This is an optimization exercise on Yosys and OpenROAD, whose aim is small area, not a production implementation.
RTL that was checked went through simulation tests only; none was proved equivalent to the original.
Power and IR drop assume default switching activity.

==> v24 <==
==> flow/design.v (excerpt) <==
module I2C_Master_Top(
	input        MAX10_CLK1_50,
	input        RESET,
	output [6:0] HEX0,
	output [6:0] HEX1,
	output [6:0] HEX2,
	output [6:0] HEX3,
	output [6:0] HEX4,
	output       SDA_OEN,
	input        SDA_IN,
	output       SCL_OEN
);
==> module Decoder_7seg, before the edit <==
module Decoder_7seg (output wire [6:0] out, input [3:0] in);
wire x3 = in[3], x2 = in[2], x1 = in[1], x0 = in[0];
assign out[0] = ~x3 & ~x1 & (x2 ^ x0);                  
assign out[1] = x2 & (x1 ^ x0);                         
assign out[2] = ~x2 & x1 & ~x0;                         
assign out[3] = x2 ? ~(x1 ^ x0) : (~x3 & ~x1 & x0);     
assign out[4] = x0 | (x2 & ~x1);                        
assign out[5] = (x1 & (x0 | ~x2)) | (~x3 & ~x2 & x0);   
assign out[6] = x2 ? (x1 & x0) : (~x3 & ~x1);           
endmodule
==> module I2C_Master, before the edit <==
module I2C_Master (
	input            Clk,
	input            Reset,
	output reg       I2C_SDA_OEn,
	output           I2C_SCL_OEn,
	output           z,
	output reg [1:0] q,
	output reg [6:0] c,
	output reg       W,
	output           upd_time        
);
reg [6:0] u;
assign z = (u == 7'd21);
assign upd_time = (u == 7'd126) & (q == 2'd0);
always @(posedge Clk) begin
	if (Reset)
		u <= 7'd42;
	else
		u <= {u[5:0], u[6] ^ u[5] ^ z};
end
wire       inc = z & (q == 2'd3);
wire [7:0] cn  = {1'b0, c} + {7'd0, inc};
always @(posedge Clk) begin
	if (Reset) begin
		q <= 2'd0;
		c <= 7'd88;
		W <= 1'b1;
	end
	else begin
		q <= q + {1'b0, z};
		c <= cn[6:0] | {2'b00, cn[7], cn[7], cn[7], 1'b0, cn[7]};    
		W <= W & ~cn[7];
	end
end
reg sda_d, sda_a;
always @(*) begin
	sda_d = 1'b0;
	sda_a = 1'b0;
	if (W) begin
		case (c)
			7'd89:  sda_a = 1'b1;                                               
			7'd90, 7'd91, 7'd93, 7'd94, 7'd95, 7'd96, 7'd97,                   
			7'd99, 7'd100, 7'd101, 7'd102, 7'd103, 7'd104, 7'd105, 7'd106,     
			7'd108, 7'd109, 7'd110, 7'd111, 7'd112, 7'd113, 7'd114, 7'd115,    
			7'd117, 7'd118, 7'd119, 7'd121, 7'd122:                            
				begin sda_d = 1'b1; sda_a = 1'b1; end
			7'd126: sda_d = 1'b1;                                               
			default: ;
		endcase
	end
	else begin
		case (c)
			7'd29, 7'd48: sda_a = 1'b1;                                         
			7'd30, 7'd31, 7'd33, 7'd34, 7'd35, 7'd36, 7'd37,                   
			7'd39, 7'd40, 7'd41, 7'd42, 7'd43, 7'd45, 7'd46,                   
			7'd49, 7'd50, 7'd52, 7'd53, 7'd54, 7'd55,                          
			7'd66:                                                              
				begin sda_d = 1'b1; sda_a = 1'b1; end
			7'd76: sda_d = 1'b1;                                                
			default: ;
		endcase
	end
end
always @(posedge Clk) begin
	if (Reset)
		I2C_SDA_OEn <= 1'b0;
	else if (z & ~q[0])
		I2C_SDA_OEn <= q[1] ? sda_a : sda_d;
end
wire scl = ~q[1] & ~(q[0] & z);
assign I2C_SCL_OEn = (scl & ~(W & (c == 7'd88))) | ((q == 2'd3) & z);
endmodule
==> module I2C_Master_Top, before the edit <==
module I2C_Master_Top(
	input        MAX10_CLK1_50,
	input        RESET,
	output [6:0] HEX0,
	output [6:0] HEX1,
	output [6:0] HEX2,
	output [6:0] HEX3,
	output [6:0] HEX4,
	output       SDA_OEN,
	input        SDA_IN,
	output       SCL_OEN
);
wire       z;
wire [1:0] q;
wire [6:0] c;
wire       W;
wire       upd_time;
I2C_Master i2c_controller (
	.Clk(MAX10_CLK1_50), .Reset(RESET),
	.I2C_SDA_OEn(SDA_OEN), .I2C_SCL_OEn(SCL_OEN),
	.z(z), .q(q), .c(c), .W(W), .upd_time(upd_time));
wire poll   = z & (q == 2'd1) & ~W;
reg in_l, in_h;
always @(*) begin
	in_l = 1'b0;
	in_h = 1'b0;
	case (c)
		7'd58, 7'd59, 7'd60, 7'd61, 7'd62, 7'd63, 7'd64, 7'd65: in_l = 1'b1;    
		7'd67, 7'd68, 7'd69, 7'd70, 7'd71, 7'd72, 7'd73, 7'd74: in_h = 1'b1;    
		default: ;
	endcase
end
wire samp_l = poll & in_l;
wire samp_h = poll & in_h;
wire fstep  = z & ~W & ((c == 7'd75) | (c == 7'd76));  
wire upd    = upd_time & ~W & (c == 7'd77);
wire k2 = fstep & ~(c[0] & (q == 2'd0));
wire k3 = fstep & ~c[0] & (q != 2'd0);
reg [18:0] R;
reg [18:0] BCD;
function [3:0] dd;
	input [3:0] d;
	input       k;
	reg g;
	begin
		g = k & (d[3] | (d[2] & (d[1] | d[0])));
		dd[3] = d[3] | g;
		dd[2] = g ? (d[3] & d[0]) : d[2];
		dd[1] = g ? ((d[1] & d[0]) | (d[3] & ~d[0])) : d[1];
		dd[0] = d[0] ^ g;
	end
endfunction
wire [18:0] X = {R[18:16], dd(R[15:12], k3), dd(R[11:8], k2), dd(R[7:4], 1'b1), dd(R[3:0], 1'b1)};
always @(posedge MAX10_CLK1_50) begin
	if (samp_l | samp_h | fstep)
		R[10:0] <= samp_l ? 11'd0 : {X[9:0], samp_h ? SDA_IN : R[18]};
	if (samp_l | fstep)
		R[18:11] <= {X[17:11], samp_l ? SDA_IN : X[10]};
end
always @(posedge MAX10_CLK1_50) begin
	if (RESET | upd)
		BCD <= RESET ? 19'd0 : R;
end
Decoder_7seg decoder_1(.out(HEX0), .in(BCD[3:0]));
Decoder_7seg decoder_2(.out(HEX1), .in(BCD[7:4]));
Decoder_7seg decoder_3(.out(HEX2), .in(BCD[11:8]));
Decoder_7seg decoder_4(.out(HEX3), .in(BCD[15:12]));
Decoder_7seg decoder_5(.out(HEX4), .in({1'b0, BCD[18:16]}));
endmodule
make LEC_CHECK=0 CAP_MARGIN=20 CORE_MARGIN=2 CORE_UTILIZATION=45 CTS_BUF_LIST=sky130_fd_sc_hd__clkbuf_4 CTS_CLUSTER_SIZE=20 SLEW_MARGIN=20 finish   # period 20.0 ns
run.sh (not shown) runs the stock make flow with config.mk's settings and CLKGATE_MAP_FILE= SYNTH_SCRIPT=/design/flow/synth_recipe.tcl, a recipe that flattens the netlist after the stock synthesis.
==> v8 (differences from v24) <==
==> flow/design.v (replaced) <==
module Decoder_7seg (output [6:0] out, input [3:0] in);
assign out[0] = (in == 4'd1) | (in == 4'd4);
assign out[1] = (in == 4'd5) | (in == 4'd6) | (in == 4'd13) | (in == 4'd14);
assign out[2] = (in == 4'd2) | (in == 4'd10) | (in == 4'd11) | (in == 4'd14) | (in == 4'd15);
assign out[3] = (in == 4'd1) | (in == 4'd4) | (in == 4'd7);
assign out[4] = (in == 4'd1) | (in == 4'd3) | (in == 4'd4) | (in == 4'd5) | (in == 4'd7) | (in == 4'd9) | (in == 4'd11) | (in == 4'd12) | (in == 4'd13) | (in == 4'd15);
assign out[5] = (in == 4'd1) | (in == 4'd2) | (in == 4'd3) | (in == 4'd7) | (in == 4'd11) | (in == 4'd15);
assign out[6] = (in == 4'd0) | (in == 4'd1) | (in == 4'd7) | (in == 4'd15);
endmodule
module Decoder_7seg_top (output [6:0] out, input [2:0] in);
assign out[0] = (in == 3'd1) | (in == 3'd4);
assign out[1] = (in == 3'd5) | (in == 3'd6) | (in == 3'd7);
assign out[2] = (in == 3'd2);
assign out[3] = (in == 3'd1) | (in == 3'd4);
assign out[4] = (in == 3'd1) | (in == 3'd3) | (in == 3'd4) | (in == 3'd5) | (in == 3'd7);
assign out[5] = (in == 3'd1) | (in == 3'd2) | (in == 3'd3);
assign out[6] = (in == 3'd0) | (in == 3'd1);
endmodule
module I2C_Master (
	input            Clk,
	input            Reset,
	output           I2C_SDA_OEn,
	output           I2C_SCL_OEn,
	output           z,
	output reg [1:0] q,
	output reg [6:0] c,
	output reg       W,
	output           upd_time        
);
reg [6:0] u;
assign z = (u == 7'd21);
assign upd_time = (u == 7'd126) & (q == 2'd0);
always @(posedge Clk) begin
	if (Reset)
		u <= 7'd42;
	else
		u <= {u[5:0], u[6] ^ u[5] ^ z};
end
wire       inc = z & (q == 2'd0);
wire [7:0] cn  = {1'b0, c} + {7'd0, inc};
always @(posedge Clk) begin
	if (Reset) begin
		q <= 2'd0;
		c <= 7'd87;
		W <= 1'b1;
	end
	else begin
		q <= q + {1'b0, z};
		c <= cn[6:0] | {2'b00, cn[7], cn[7], cn[7], 1'b0, cn[7]};    
		W <= W & ~cn[7];
	end
end
wire sda_bits = W ? ((c == 7'd90) | (c == 7'd91) | (c == 7'd93) | (c == 7'd94) | (c == 7'd95) | (c == 7'd96) | (c == 7'd97) | (c == 7'd99) | (c == 7'd100) | (c == 7'd101) | (c == 7'd102) | (c == 7'd103) | (c == 7'd104) | (c == 7'd105) | (c == 7'd106) | (c == 7'd108) | (c == 7'd109) | (c == 7'd110) | (c == 7'd111) | (c == 7'd112) | (c == 7'd113) | (c == 7'd114) | (c == 7'd115) | (c == 7'd117) | (c == 7'd118) | (c == 7'd119) | (c == 7'd121) | (c == 7'd122))
                  : ((c == 7'd30) | (c == 7'd31) | (c == 7'd33) | (c == 7'd34) | (c == 7'd35) | (c == 7'd36) | (c == 7'd37) | (c == 7'd39) | (c == 7'd40) | (c == 7'd41) | (c == 7'd42) | (c == 7'd43) | (c == 7'd45) | (c == 7'd46) | (c == 7'd49) | (c == 7'd50) | (c == 7'd52) | (c == 7'd53) | (c == 7'd54) | (c == 7'd55) | (c == 7'd66));
wire sda_d = sda_bits | (W ? (c == 7'd126) : (c == 7'd76));
wire sda_a = sda_bits | (c == 7'd29) | (~W & (c == 7'd48)) | (W & (c == 7'd89));
assign I2C_SDA_OEn = (q[0] ^ q[1]) ? sda_d : sda_a;
wire scl = ~q[1] & ~(q[0] & z);
assign I2C_SCL_OEn = (scl & ~(W & ((c == 7'd87) | ((c == 7'd88) & q[0])))) | ((q == 2'd3) & z);
endmodule
module I2C_Master_Top(
	input        MAX10_CLK1_50,
	input        RESET,
	output [6:0] HEX0,
	output [6:0] HEX1,
	output [6:0] HEX2,
	output [6:0] HEX3,
	output [6:0] HEX4,
	output       SDA_OEN,
	input        SDA_IN,
	output       SCL_OEN
);
wire       z;
wire [1:0] q;
wire [6:0] c;
wire       W;
wire       upd_time;
I2C_Master i2c_controller (
	.Clk(MAX10_CLK1_50), .Reset(RESET),
	.I2C_SDA_OEn(SDA_OEN), .I2C_SCL_OEn(SCL_OEN),
	.z(z), .q(q), .c(c), .W(W), .upd_time(upd_time));
wire poll   = z & (q == 2'd1) & ~W;
wire in_l = (c == 7'd58) | (c == 7'd59) | (c == 7'd60) | (c == 7'd61) | (c == 7'd62) | (c == 7'd63) | (c == 7'd64) | (c == 7'd65);    
wire in_h = (c == 7'd67) | (c == 7'd68) | (c == 7'd69) | (c == 7'd70) | (c == 7'd71) | (c == 7'd72) | (c == 7'd73) | (c == 7'd74);    
wire samp_l = poll & in_l;
wire samp_h = poll & in_h;
wire fstep  = z & ~W & (((c == 7'd74) & (q != 2'd1)) | (c == 7'd75) | ((c == 7'd76) & (q == 2'd1)));
wire upd    = upd_time & ~W & (c == 7'd76);
wire k2 = fstep & ~((c == 7'd74) & (q == 2'd2));
wire k3 = fstep & ((c == 7'd76) | ((c == 7'd75) & q[1] & q[0]) | ((c == 7'd75) & (q == 2'd0)));
reg [18:0] R;
reg [18:0] BCD;
function [3:0] dd;
	input [3:0] d;
	input       k;
	reg g;
	begin
		g = k & (d[3] | (d[2] & (d[1] | d[0])));
		dd[3] = d[3] | g;
		dd[2] = g ? (d[3] & d[0]) : d[2];
		dd[1] = g ? ((d[1] & d[0]) | (d[3] & ~d[0])) : d[1];
		dd[0] = d[0] ^ g;
	end
endfunction
wire [18:0] X = {R[18:16], dd(R[15:12], k3), dd(R[11:8], k2), dd(R[7:4], 1'b1), dd(R[3:0], 1'b1)};
always @(posedge MAX10_CLK1_50) begin
	if (samp_l | samp_h | fstep)
		R[10:0] <= samp_l ? 11'd0 : {X[9:0], samp_h ? SDA_IN : R[18]};
	if (samp_l | fstep)
		R[18:11] <= {X[17:11], samp_l ? SDA_IN : X[10]};
end
always @(posedge MAX10_CLK1_50) begin
	if (RESET | upd)
		BCD <= RESET ? 19'd0 : R;
end
Decoder_7seg decoder_1(.out(HEX0), .in(BCD[3:0]));
Decoder_7seg decoder_2(.out(HEX1), .in(BCD[7:4]));
Decoder_7seg decoder_3(.out(HEX2), .in(BCD[11:8]));
Decoder_7seg decoder_4(.out(HEX3), .in(BCD[15:12]));
Decoder_7seg_top decoder_5(.out(HEX4), .in(BCD[18:16]));
endmodule
==> flow/flow/run.sh (new file) <==
#!/bin/bash
# The standard layout (the standard.sh: ORFS with the standard synthesis),
# with two placement/CTS arguments changed:
#  - port buffers use the smallest buffer cell instead of the resizer's pick
#  - clock tree buffers are clkbuf_2 and CTS inserts no dummy loads
# Each ORFS step's full output is in orfs/logs/; make's own output is in
# flow_make.log.
set -euo pipefail
cd "$(dirname "$0")/.."
export BUFFER_PORTS_ARGS="-buffer_cell sky130_fd_sc_hd__buf_1"
export CTS_ARGS="-sink_clustering_enable -repair_clock_nets -dont_use_dummy_load -buf_list sky130_fd_sc_hd__clkbuf_8"
bash standard.sh > flow_make.log 2>&1
==> flow/standard.sh (new file) <==
#!/bin/bash
# synth_recipe.tcl (not shown) runs the flow's synth.tcl, then flattens the netlist and writes it again
# the make line also repeats each setting of config.mk as NAME=value (left out here)
make -C /OpenROAD-flow-scripts/flow DESIGN_CONFIG=/design/flow/config.mk WORK_HOME=/design/flow/orfs CLKGATE_MAP_FILE= SYNTH_SCRIPT=/design/flow/synth_recipe.tcl "${@:-finish}"
--- a/flow/config.mk
+++ b/flow/config.mk
@@ -10,4 +10,2 @@
 export CORE_UTILIZATION = 45
-export CTS_BUF_LIST = sky130_fd_sc_hd__clkbuf_4
-export CTS_CLUSTER_SIZE = 20
 export SLEW_MARGIN = 20
removed: flow/run.sh
==> notes.md <==
Seq power -> 133 uW
Clock Buffer Count -> 11
Commonest non-fill, non-tap cell in the layout -> clkdlybuf4s50_1
Met2 wire length -> 3200 um
Worst Tran Pin Value -> 0.820 ns
CP Cell Sequence -> or4b_4, nor3_4, ha_1, inv_1, ha_1, o41ai_1, nand2b_1, clkdlybuf4s50_1
Run status -> no timing/DRC/antenna violations
# fillers -> 676
Mapped Area -> 3490 um^2
Most frequent CP cell -> ha_1
Synthesized area per cell -> 9.44 um^2
# the run above: v24

==> notes.md <==
Run status -> no timing/DRC/antenna violations
Synthesized area per cell -> 9.26 um^2
Worst r2r src -> i2c_controller.c[1]
Setup WS pre-CTS -> 14.26 ns
Post-synthesis simple-gate area fraction -> 27.4%
Clock Buffer Count -> 5
Tapcells -> 99
Cell Rows -> 31
Worst Tran Pin Value -> 0.762 ns
Commonest non-fill, non-tap cell in the layout -> nor2_1
Synth area leaders -> edfxtp_1, dfxtp_1, nor2b_1
Dpl hpwl -> 4400 um
Mapped Area -> 3340 um^2
CP Cell Sequence -> nor2b_1, xnor2_1, a21oi_1, a311oi_1, o221ai_1, buf_1
Seq power -> 128 uW
# fillers -> 714
Drt pass-1 iters -> 4
# the run above: v8

Only the layout flow was run in v8; the RTL was not checked for function there.

==> job 2031: inputs <==
Another version of the RTL of I2C_Master_Top (not shown whole).
==> flow/design.v (excerpt) <==
module I2C_Master_Top(
	input        MAX10_CLK1_50,
	input        RESET,
	output [6:0] HEX0,
	output [6:0] HEX1,
	output [6:0] HEX2,
	output [6:0] HEX3,
	output [6:0] HEX4,
	output       SDA_OEN,
	input        SDA_IN,
	output       SCL_OEN
);
wire       z;
wire [1:0] q;
wire [6:0] c;
wire       W;
wire       upd_time;
I2C_Master i2c_controller (
	.Clk(MAX10_CLK1_50), .Reset(RESET),
	.I2C_SDA_OEn(SDA_OEN), .I2C_SCL_OEn(SCL_OEN),
	.z(z), .q(q), .c(c), .W(W), .upd_time(upd_time));
wire poll   = z & (q == 2'd1) & ~W;
wire in_l = (c == 7'd58) | (c == 7'd59) | (c == 7'd60) | (c == 7'd61) | (c == 7'd62) | (c == 7'd63) | (c == 7'd64) | (c == 7'd65);    
wire in_h = (c == 7'd67) | (c == 7'd68) | (c == 7'd69) | (c == 7'd70) | (c == 7'd71) | (c == 7'd72) | (c == 7'd73) | (c == 7'd74);    
wire samp_l = poll & in_l;
wire samp_h = poll & in_h;
wire fstep  = z & ~W & (((c == 7'd74) & (q != 2'd1)) | (c == 7'd75) | ((c == 7'd76) & (q == 2'd1)));
wire upd    = upd_time & ~W & (c == 7'd76);
wire k01 = ~samp_l;
wire k2  = fstep & ~((c == 7'd74) & (q == 2'd2));
wire k3  = fstep & ((c == 7'd76) | ((c == 7'd75) & q[1] & q[0]) | ((c == 7'd75) & (q == 2'd0)));
reg  [18:0] Rn;
wire [18:0] R = ~Rn;
reg  [18:0] BCD;
function [3:0] dd;
	input [3:0] d;
	input       k;
	reg g;
	begin
		g = k & (d[3] | (d[2] & (d[1] | d[0])));
  ...
==> module I2C_Master, before the edit <==
module I2C_Master (
	input            Clk,
	input            Reset,
	output           I2C_SDA_OEn,
	output           I2C_SCL_OEn,
	output           z,
	output reg [1:0] q,
	output reg [6:0] c,
	output reg       W,
	output           upd_time        
);
reg [6:0] u;
assign z = (u == 7'd21);
assign upd_time = (u == 7'd126) & (q == 2'd0);
always @(posedge Clk) begin
	if (Reset)
		u <= 7'd42;
	else
		u <= {u[5:0], u[6] ^ u[5] ^ z};
end
wire       inc = z & (q == 2'd0);
wire [7:0] cn  = {1'b0, c} + {7'd0, inc};
always @(posedge Clk) begin
	if (Reset) begin
		q <= 2'd0;
		c <= 7'd87;
		W <= 1'b1;
	end
	else begin
		q <= q + {1'b0, z};
		c <= cn[6:0] | {2'b00, cn[7], cn[7], cn[7], 1'b0, cn[7]};    
		W <= W & ~cn[7];
	end
end
wire sda_bits = W ? ((c == 7'd90) | (c == 7'd91) | (c == 7'd93) | (c == 7'd94) | (c == 7'd95) | (c == 7'd96) | (c == 7'd97) | (c == 7'd99) | (c == 7'd100) | (c == 7'd101) | (c == 7'd102) | (c == 7'd103) | (c == 7'd104) | (c == 7'd105) | (c == 7'd106) | (c == 7'd108) | (c == 7'd109) | (c == 7'd110) | (c == 7'd111) | (c == 7'd112) | (c == 7'd113) | (c == 7'd114) | (c == 7'd115) | (c == 7'd117) | (c == 7'd118) | (c == 7'd119) | (c == 7'd121) | (c == 7'd122))
                  : ((c == 7'd30) | (c == 7'd31) | (c == 7'd33) | (c == 7'd34) | (c == 7'd35) | (c == 7'd36) | (c == 7'd37) | (c == 7'd39) | (c == 7'd40) | (c == 7'd41) | (c == 7'd42) | (c == 7'd43) | (c == 7'd45) | (c == 7'd46) | (c == 7'd49) | (c == 7'd50) | (c == 7'd52) | (c == 7'd53) | (c == 7'd54) | (c == 7'd55) | (c == 7'd66));
wire sda_d = sda_bits | (W ? (c == 7'd126) : (c == 7'd76));
wire sda_a = sda_bits | (c == 7'd29) | (~W & (c == 7'd48)) | (W & (c == 7'd89));
assign I2C_SDA_OEn = (q[0] ^ q[1]) ? sda_d : sda_a;
wire scl = ~q[1] & ~(q[0] & z);
assign I2C_SCL_OEn = (scl & ~(W & ((c == 7'd87) | ((c == 7'd88) & q[0])))) | ((q == 2'd3) & z);
endmodule
==> module I2C_Master_Top, before the edit <==
module I2C_Master_Top(
	input        MAX10_CLK1_50,
	input        RESET,
	output [6:0] HEX0,
	output [6:0] HEX1,
	output [6:0] HEX2,
	output [6:0] HEX3,
	output [6:0] HEX4,
	output       SDA_OEN,
	input        SDA_IN,
	output       SCL_OEN
);
wire       z;
wire [1:0] q;
wire [6:0] c;
wire       W;
wire       upd_time;
I2C_Master i2c_controller (
	.Clk(MAX10_CLK1_50), .Reset(RESET),
	.I2C_SDA_OEn(SDA_OEN), .I2C_SCL_OEn(SCL_OEN),
	.z(z), .q(q), .c(c), .W(W), .upd_time(upd_time));
wire poll   = z & (q == 2'd1) & ~W;
wire in_l = (c == 7'd58) | (c == 7'd59) | (c == 7'd60) | (c == 7'd61) | (c == 7'd62) | (c == 7'd63) | (c == 7'd64) | (c == 7'd65);    
wire in_h = (c == 7'd67) | (c == 7'd68) | (c == 7'd69) | (c == 7'd70) | (c == 7'd71) | (c == 7'd72) | (c == 7'd73) | (c == 7'd74);    
wire samp_l = poll & in_l;
wire samp_h = poll & in_h;
wire fstep  = z & ~W & (((c == 7'd74) & (q != 2'd1)) | (c == 7'd75) | ((c == 7'd76) & (q == 2'd1)));
wire upd    = upd_time & ~W & (c == 7'd76);
wire k01 = ~samp_l;
wire k2  = fstep & ~((c == 7'd74) & (q == 2'd2));
wire k3  = fstep & ((c == 7'd76) | ((c == 7'd75) & q[1] & q[0]) | ((c == 7'd75) & (q == 2'd0)));
reg  [18:0] Rn;
wire [18:0] R = ~Rn;
reg  [18:0] BCD;
function [3:0] dd;
	input [3:0] d;
	input       k;
	reg g;
	begin
		g = k & (d[3] | (d[2] & (d[1] | d[0])));
		dd[3] = d[3] | g;
		dd[2] = g ? (d[3] & d[0]) : d[2];
		dd[1] = g ? ((d[1] & d[0]) | (d[3] & ~d[0])) : d[1];
		dd[0] = d[0] ^ g;
	end
endfunction
wire [18:0] X = {R[18:16], dd(R[15:12], k3), dd(R[11:8], k2), dd(R[7:4], k01), dd(R[3:0], k01)};
always @(posedge MAX10_CLK1_50) begin
	if (samp_l | samp_h | fstep)
		Rn[10:0] <= ~{X[9:0], samp_h ? SDA_IN : (fstep & R[18])};
	if (samp_l | fstep)
		Rn[18:11] <= ~{X[17:11], samp_l ? SDA_IN : X[10]};
end
always @(posedge MAX10_CLK1_50) begin
	if (RESET | upd)
		BCD <= RESET ? 19'd0 : R;
end
Decoder_7seg decoder_1(.out(HEX0), .in(BCD[3:0]));
Decoder_7seg decoder_2(.out(HEX1), .in(BCD[7:4]));
Decoder_7seg decoder_3(.out(HEX2), .in(BCD[11:8]));
Decoder_7seg decoder_4(.out(HEX3), .in(BCD[15:12]));
Decoder_7seg_top decoder_5(.out(HEX4), .in(BCD[18:16]));
endmodule
export LEC_CHECK = 0
export CAP_MARGIN = 20
export CORE_MARGIN = 2
export CORE_UTILIZATION = 45
export SLEW_MARGIN = 20
create_clock -name core_clock -period 20.0 [get_ports {MAX10_CLK1_50}]
standard.sh (not shown) runs the stock make flow with config.mk's settings and CLKGATE_MAP_FILE= SYNTH_SCRIPT=/design/flow/synth_recipe.tcl, a recipe that flattens the netlist after the stock synthesis.
==> flow/flow/run.sh <==
#!/bin/bash
# Layout flow: the standard layout (standard.sh, ORFS), with these changes:
#  - synthesis: flow/synth.tcl, the standard synthesis with an area-oriented
#    ABC script, and without Yosys's adder extraction (ADDER_MAP_FILE empty),
#    which otherwise fixes XOR gates as half-adder cells before ABC runs;
#  - port buffers use the smallest buffer cell (buf_1);
#  - clock tree: CTS inserts no dummy loads.
# Each ORFS step's full output is in orfs/logs/; make's own output is in
# flow_make.log.
set -euo pipefail
cd "$(dirname "$0")/.."
work=$(pwd)
sed -e "s|SYNTH_SCRIPT=[^ ]*|SYNTH_SCRIPT=$work/flow/synth.tcl ADDER_MAP_FILE=|" standard.sh > flow_standard.sh
export BUFFER_PORTS_ARGS="-buffer_cell sky130_fd_sc_hd__buf_1"
export CTS_ARGS="-sink_clustering_enable -repair_clock_nets -dont_use_dummy_load -buf_list sky130_fd_sc_hd__clkbuf_8"
bash flow_standard.sh > flow_make.log 2>&1
==> flow/flow/abc_area.script <==
&get -n
&st
&dch
&nf
&st
&syn2
&if -g -K 6
&synch2
&nf
&st
&syn2
&if -g -K 6
&synch2
&nf
&put
==> flow/flow/synth.tcl <==
# The standard synthesis (synth_recipe.tcl in the work folder, which sources
# ORFS's synth.tcl), with one change: ABC maps the logic with abc_area.script
# (the mapping passes of ORFS's abc_speed.script without its buffering and
# gate up-sizing, which only add area at this clock period).
# Registers are mapped before ABC runs, so they are the standard synthesis's.
set ::my_flow_dir [file dirname [file normalize [info script]]]
proc ::use_area_abc_script {name1 name2 op} {
	set i [lsearch -exact $::abc_args -script]
	if {$i >= 0} {
		lset ::abc_args [expr {$i + 1}] [file join $::my_flow_dir abc_area.script]
	}
}
trace add variable ::abc_args write ::use_area_abc_script
source [file join [file dirname $::my_flow_dir] synth_recipe.tcl]
==> job 1025: changes against job 2031 <==
--- a/flow/design.v
+++ b/flow/design.v
@@ -52,11 +52,8 @@
 		W <= W & ~cn[7];
 	end
 end
-wire sda_bits = W ? ((c == 7'd90) | (c == 7'd91) | (c == 7'd93) | (c == 7'd94) | (c == 7'd95) | (c == 7'd96) | (c == 7'd97) | (c == 7'd99) | (c == 7'd100) | (c == 7'd101) | (c == 7'd102) | (c == 7'd103) | (c == 7'd104) | (c == 7'd105) | (c == 7'd106) | (c == 7'd108) | (c == 7'd109) | (c == 7'd110) | (c == 7'd111) | (c == 7'd112) | (c == 7'd113) | (c == 7'd114) | (c == 7'd115) | (c == 7'd117) | (c == 7'd118) | (c == 7'd119) | (c == 7'd121) | (c == 7'd122))
-                  : ((c == 7'd30) | (c == 7'd31) | (c == 7'd33) | (c == 7'd34) | (c == 7'd35) | (c == 7'd36) | (c == 7'd37) | (c == 7'd39) | (c == 7'd40) | (c == 7'd41) | (c == 7'd42) | (c == 7'd43) | (c == 7'd45) | (c == 7'd46) | (c == 7'd49) | (c == 7'd50) | (c == 7'd52) | (c == 7'd53) | (c == 7'd54) | (c == 7'd55) | (c == 7'd66));
-wire sda_d = sda_bits | (W ? (c == 7'd126) : (c == 7'd76));
-wire sda_a = sda_bits | (c == 7'd29) | (~W & (c == 7'd48)) | (W & (c == 7'd89));
-assign I2C_SDA_OEn = (q[0] ^ q[1]) ? sda_d : sda_a;
+wire p = q[0] ^ q[1];
+assign I2C_SDA_OEn = (~c[6] & ~c[5] & ~p) | (~c[6] & ~c[5] & c[1]) | (~c[6] & ~c[3] & c[2] & ~c[1]) | (~c[6] & ~c[4] & c[3] & ~c[2]) | (~c[6] & ~c[4] & ~c[1] & c[0]) | (~c[6] & ~c[4] & c[3] & c[1] & ~c[0]) | (~c[5] & ~c[4] & ~c[3] & ~c[2] & c[1] & ~c[0]) | (~c[5] & ~c[4] & c[3] & c[2] & ~c[1] & ~c[0] & p) | (W & ~c[4] & c[2]) | (~c[6] & ~c[3] & ~c[1] & c[0]) | (W & c[5] & ~c[2] & ~c[1] & c[0]) | (W & ~c[5] & c[3] & c[1]) | (W & c[5] & ~c[3] & c[0]) | (W & ~c[4] & ~c[1]) | (~c[6] & ~c[3] & c[2] & c[0]) | (W & c[4] & ~c[3] & ~c[2]) | (~c[6] & ~c[4] & ~c[2] & c[1]) | (~c[6] & c[4] & ~c[3] & c[1] & ~c[0]) | (W & c[3] & ~c[2] & c[1] & ~c[0]) | (W & ~c[3] & c[2] & c[1] & ~c[0]) | (W & ~c[5] & ~c[1] & c[0] & ~p) | (~c[6] & c[4] & ~c[3] & ~c[1] & ~p) | (W & ~c[5] & c[3] & c[2] & c[0]) | (W & c[4] & c[1] & ~c[0] & p);
 wire scl = ~q[1] & ~(q[0] & z);
 assign I2C_SCL_OEn = (scl & ~(W & ((c == 7'd87) | ((c == 7'd88) & q[0])))) | ((q == 2'd3) & z);
 endmodule
@@ -81,16 +78,17 @@
 	.Clk(MAX10_CLK1_50), .Reset(RESET),
 	.I2C_SDA_OEn(SDA_OEN), .I2C_SCL_OEn(SCL_OEN),
 	.z(z), .q(q), .c(c), .W(W), .upd_time(upd_time));
-wire poll   = z & (q == 2'd1) & ~W;
-wire in_l = (c == 7'd58) | (c == 7'd59) | (c == 7'd60) | (c == 7'd61) | (c == 7'd62) | (c == 7'd63) | (c == 7'd64) | (c == 7'd65);    
-wire in_h = (c == 7'd67) | (c == 7'd68) | (c == 7'd69) | (c == 7'd70) | (c == 7'd71) | (c == 7'd72) | (c == 7'd73) | (c == 7'd74);    
+wire poll   = z & (q == 2'd1);
+wire in_l   = (~c[5] & ~c[4] & ~c[3] & ~c[2] & ~c[1]) | (~c[6] & c[5] & c[4] & c[3] & c[2]) | (~c[6] & c[5] & c[4] & c[3] & c[1]);    
+wire in_h   = (~c[5] & ~c[4] & ~c[3] & c[1] & c[0]) | (~c[5] & ~c[4] & ~c[3] & c[2]) | (~c[5] & ~c[4] & c[3] & ~c[2] & ~c[1]) | (~c[5] & ~c[4] & c[3] & ~c[2] & ~c[0]);    
 wire samp_l = poll & in_l;
 wire samp_h = poll & in_h;
-wire fstep  = z & ~W & (((c == 7'd74) & (q != 2'd1)) | (c == 7'd75) | ((c == 7'd76) & (q == 2'd1)));
-wire upd    = upd_time & ~W & (c == 7'd76);
+wire s45 = (~c[5] & ~c[4] & c[3] & ~c[2] & c[1] & ~c[0]), s46 = (~c[5] & ~c[4] & c[3] & ~c[2] & c[1] & c[0]), s47 = (~c[5] & ~c[4] & c[3] & c[2] & ~c[1] & ~c[0]);
+wire fstep  = z & ((s45 & (q != 2'd1)) | s46 | (s47 & (q == 2'd1)));
+wire upd    = upd_time & s47;
 wire k01 = ~samp_l;
-wire k2  = fstep & ~((c == 7'd74) & (q == 2'd2));
-wire k3  = fstep & ((c == 7'd76) | ((c == 7'd75) & q[1] & q[0]) | ((c == 7'd75) & (q == 2'd0)));
+wire k2  = fstep & ~(s45 & (q == 2'd2));
+wire k3  = fstep & (s47 | (s46 & q[1] & q[0]) | (s46 & (q == 2'd0)));
 reg  [18:0] Rn;
 wire [18:0] R = ~Rn;
 reg  [18:0] BCD;
--- a/flow/flow/run.sh
+++ b/flow/flow/run.sh
@@ -4,7 +4,7 @@
 #    ABC script, and without Yosys's adder extraction (ADDER_MAP_FILE empty),
 #    which otherwise fixes XOR gates as half-adder cells before ABC runs;
 #  - port buffers use the smallest buffer cell (buf_1);
-#  - clock tree: CTS inserts no dummy loads.
+#  - clock tree: clkbuf_8 buffers only, and CTS inserts no dummy loads.
 # Each ORFS step's full output is in orfs/logs/; make's own output is in
 # flow_make.log.
 set -euo pipefail
==> flow/flow/abc_area.script (replaced) <==
&get -n
&st
&dc2
&dch -x
&nf -R 1000
&st
&b
&dch -x -f
&nf -R 1000 -p
&put
--- a/flow/flow/synth.tcl
+++ b/flow/flow/synth.tcl
@@ -1,7 +1,7 @@
 # The standard synthesis (synth_recipe.tcl in the work folder, which sources
 # ORFS's synth.tcl), with one change: ABC maps the logic with abc_area.script
-# (the mapping passes of ORFS's abc_speed.script without its buffering and
-# gate up-sizing, which only add area at this clock period).
+# (choice computation and area-recovering mapping, twice, without the buffering
+# and gate up-sizing of abc_speed.script, which only add area at this period).
 # Registers are mapped before ABC runs, so they are the standard synthesis's.
 set ::my_flow_dir [file dirname [file normalize [info script]]]
 proc ::use_area_abc_script {name1 name2 op} {
- CORE_UTILIZATION: 45 -> 65
==> comparison table <==
| item | job 1025 | job 2031 |
|---|---|---|
| Outcome | complete, no violations | complete, no violations |
| Multi-input combinational area share | 41.1% | 45.2% |
| Count of distinct cell types in the synthesized netlist | 37 | 51 |
| Biggest area consumer among cell classes | flip-flops and latches | multi-input gates |
| Worst-path maximum fanout | 6 | 21 |
| GR met3 Demand/Resource | 4.53% | 2.67% |
| Total of fill cells in the finished design | 316 | 645 |
| Share of total power consumed by net switching | 21.6% | 22.8% |
| HP Start | i2c_controller.u[4] | Rn[17] |
| Power in sequential cells | 0.000126 W | 0.000128 W |
| Data arrival time of the critical path | 2.28 ns | 2.34 ns |
| Well-tap cell count | 50 | 80 |
| Worst reg-to-reg setup slack | 16.36 ns | 16.30 ns |
| Cell area reported after detailed placement | 2970 sq um | 3350 sq um |
| Floorplan core area | 4030 sq um | 6720 sq um |
| Pin count of the biggest net entering global routing | 36 | 38 |
| Hold depth | 1 | 0 |
| Average wire length per cell after detail routing | 12.8 um | 13.7 um |
| Post-detailed-route via-to-cell ratio | 5.73 | 5.62 |
| Signal buffers | 41 | 42 |
| Combinational power | 0.0000148 W | 0.0000166 W |
| CP endpoint | SCL_OEN | SDA_OEN |

## static timing again, ports no longer ideal
No port has a modelled driver above. Below, the same layouts with a new extraction and two added sets of constraints. Step 1, drivers: a clkbuf_16 drives MAX10_CLK1_50 and a buf_2 each remaining input, both assumed. Step 2 times the ports against the registers' clock, not the clock port: input delays grow and output delays shrink by t, the midpoint of the rising clock arrivals with the driver on. Slacks: ideal / step 1 / step 2; pairs: ideal / step 1.
| run | shift t [ns] | setup slack, ns | slew at the worst register clock pin (ns) | worst slew at a driven data input, ns |
|---|---|---|---|---|
| v24 | 0.421 | 13.322 / 13.295 / 13.639 | 0.11 / 0.11 | 0.03 |
| v8 | 0.322 | 13.917 / 13.886 / 14.208 | 0.10 / 0.10 | 0.03 |
| job 2031 | 0.324 | 13.663 / 13.634 / 13.958 | 0.09 / 0.09 | 0.03 |
| job 1025 | 0.327 | 13.717 / 13.689 / 14.016 | 0.09 / 0.09 | 0.03 |
After both steps every run listed still meets setup and hold.
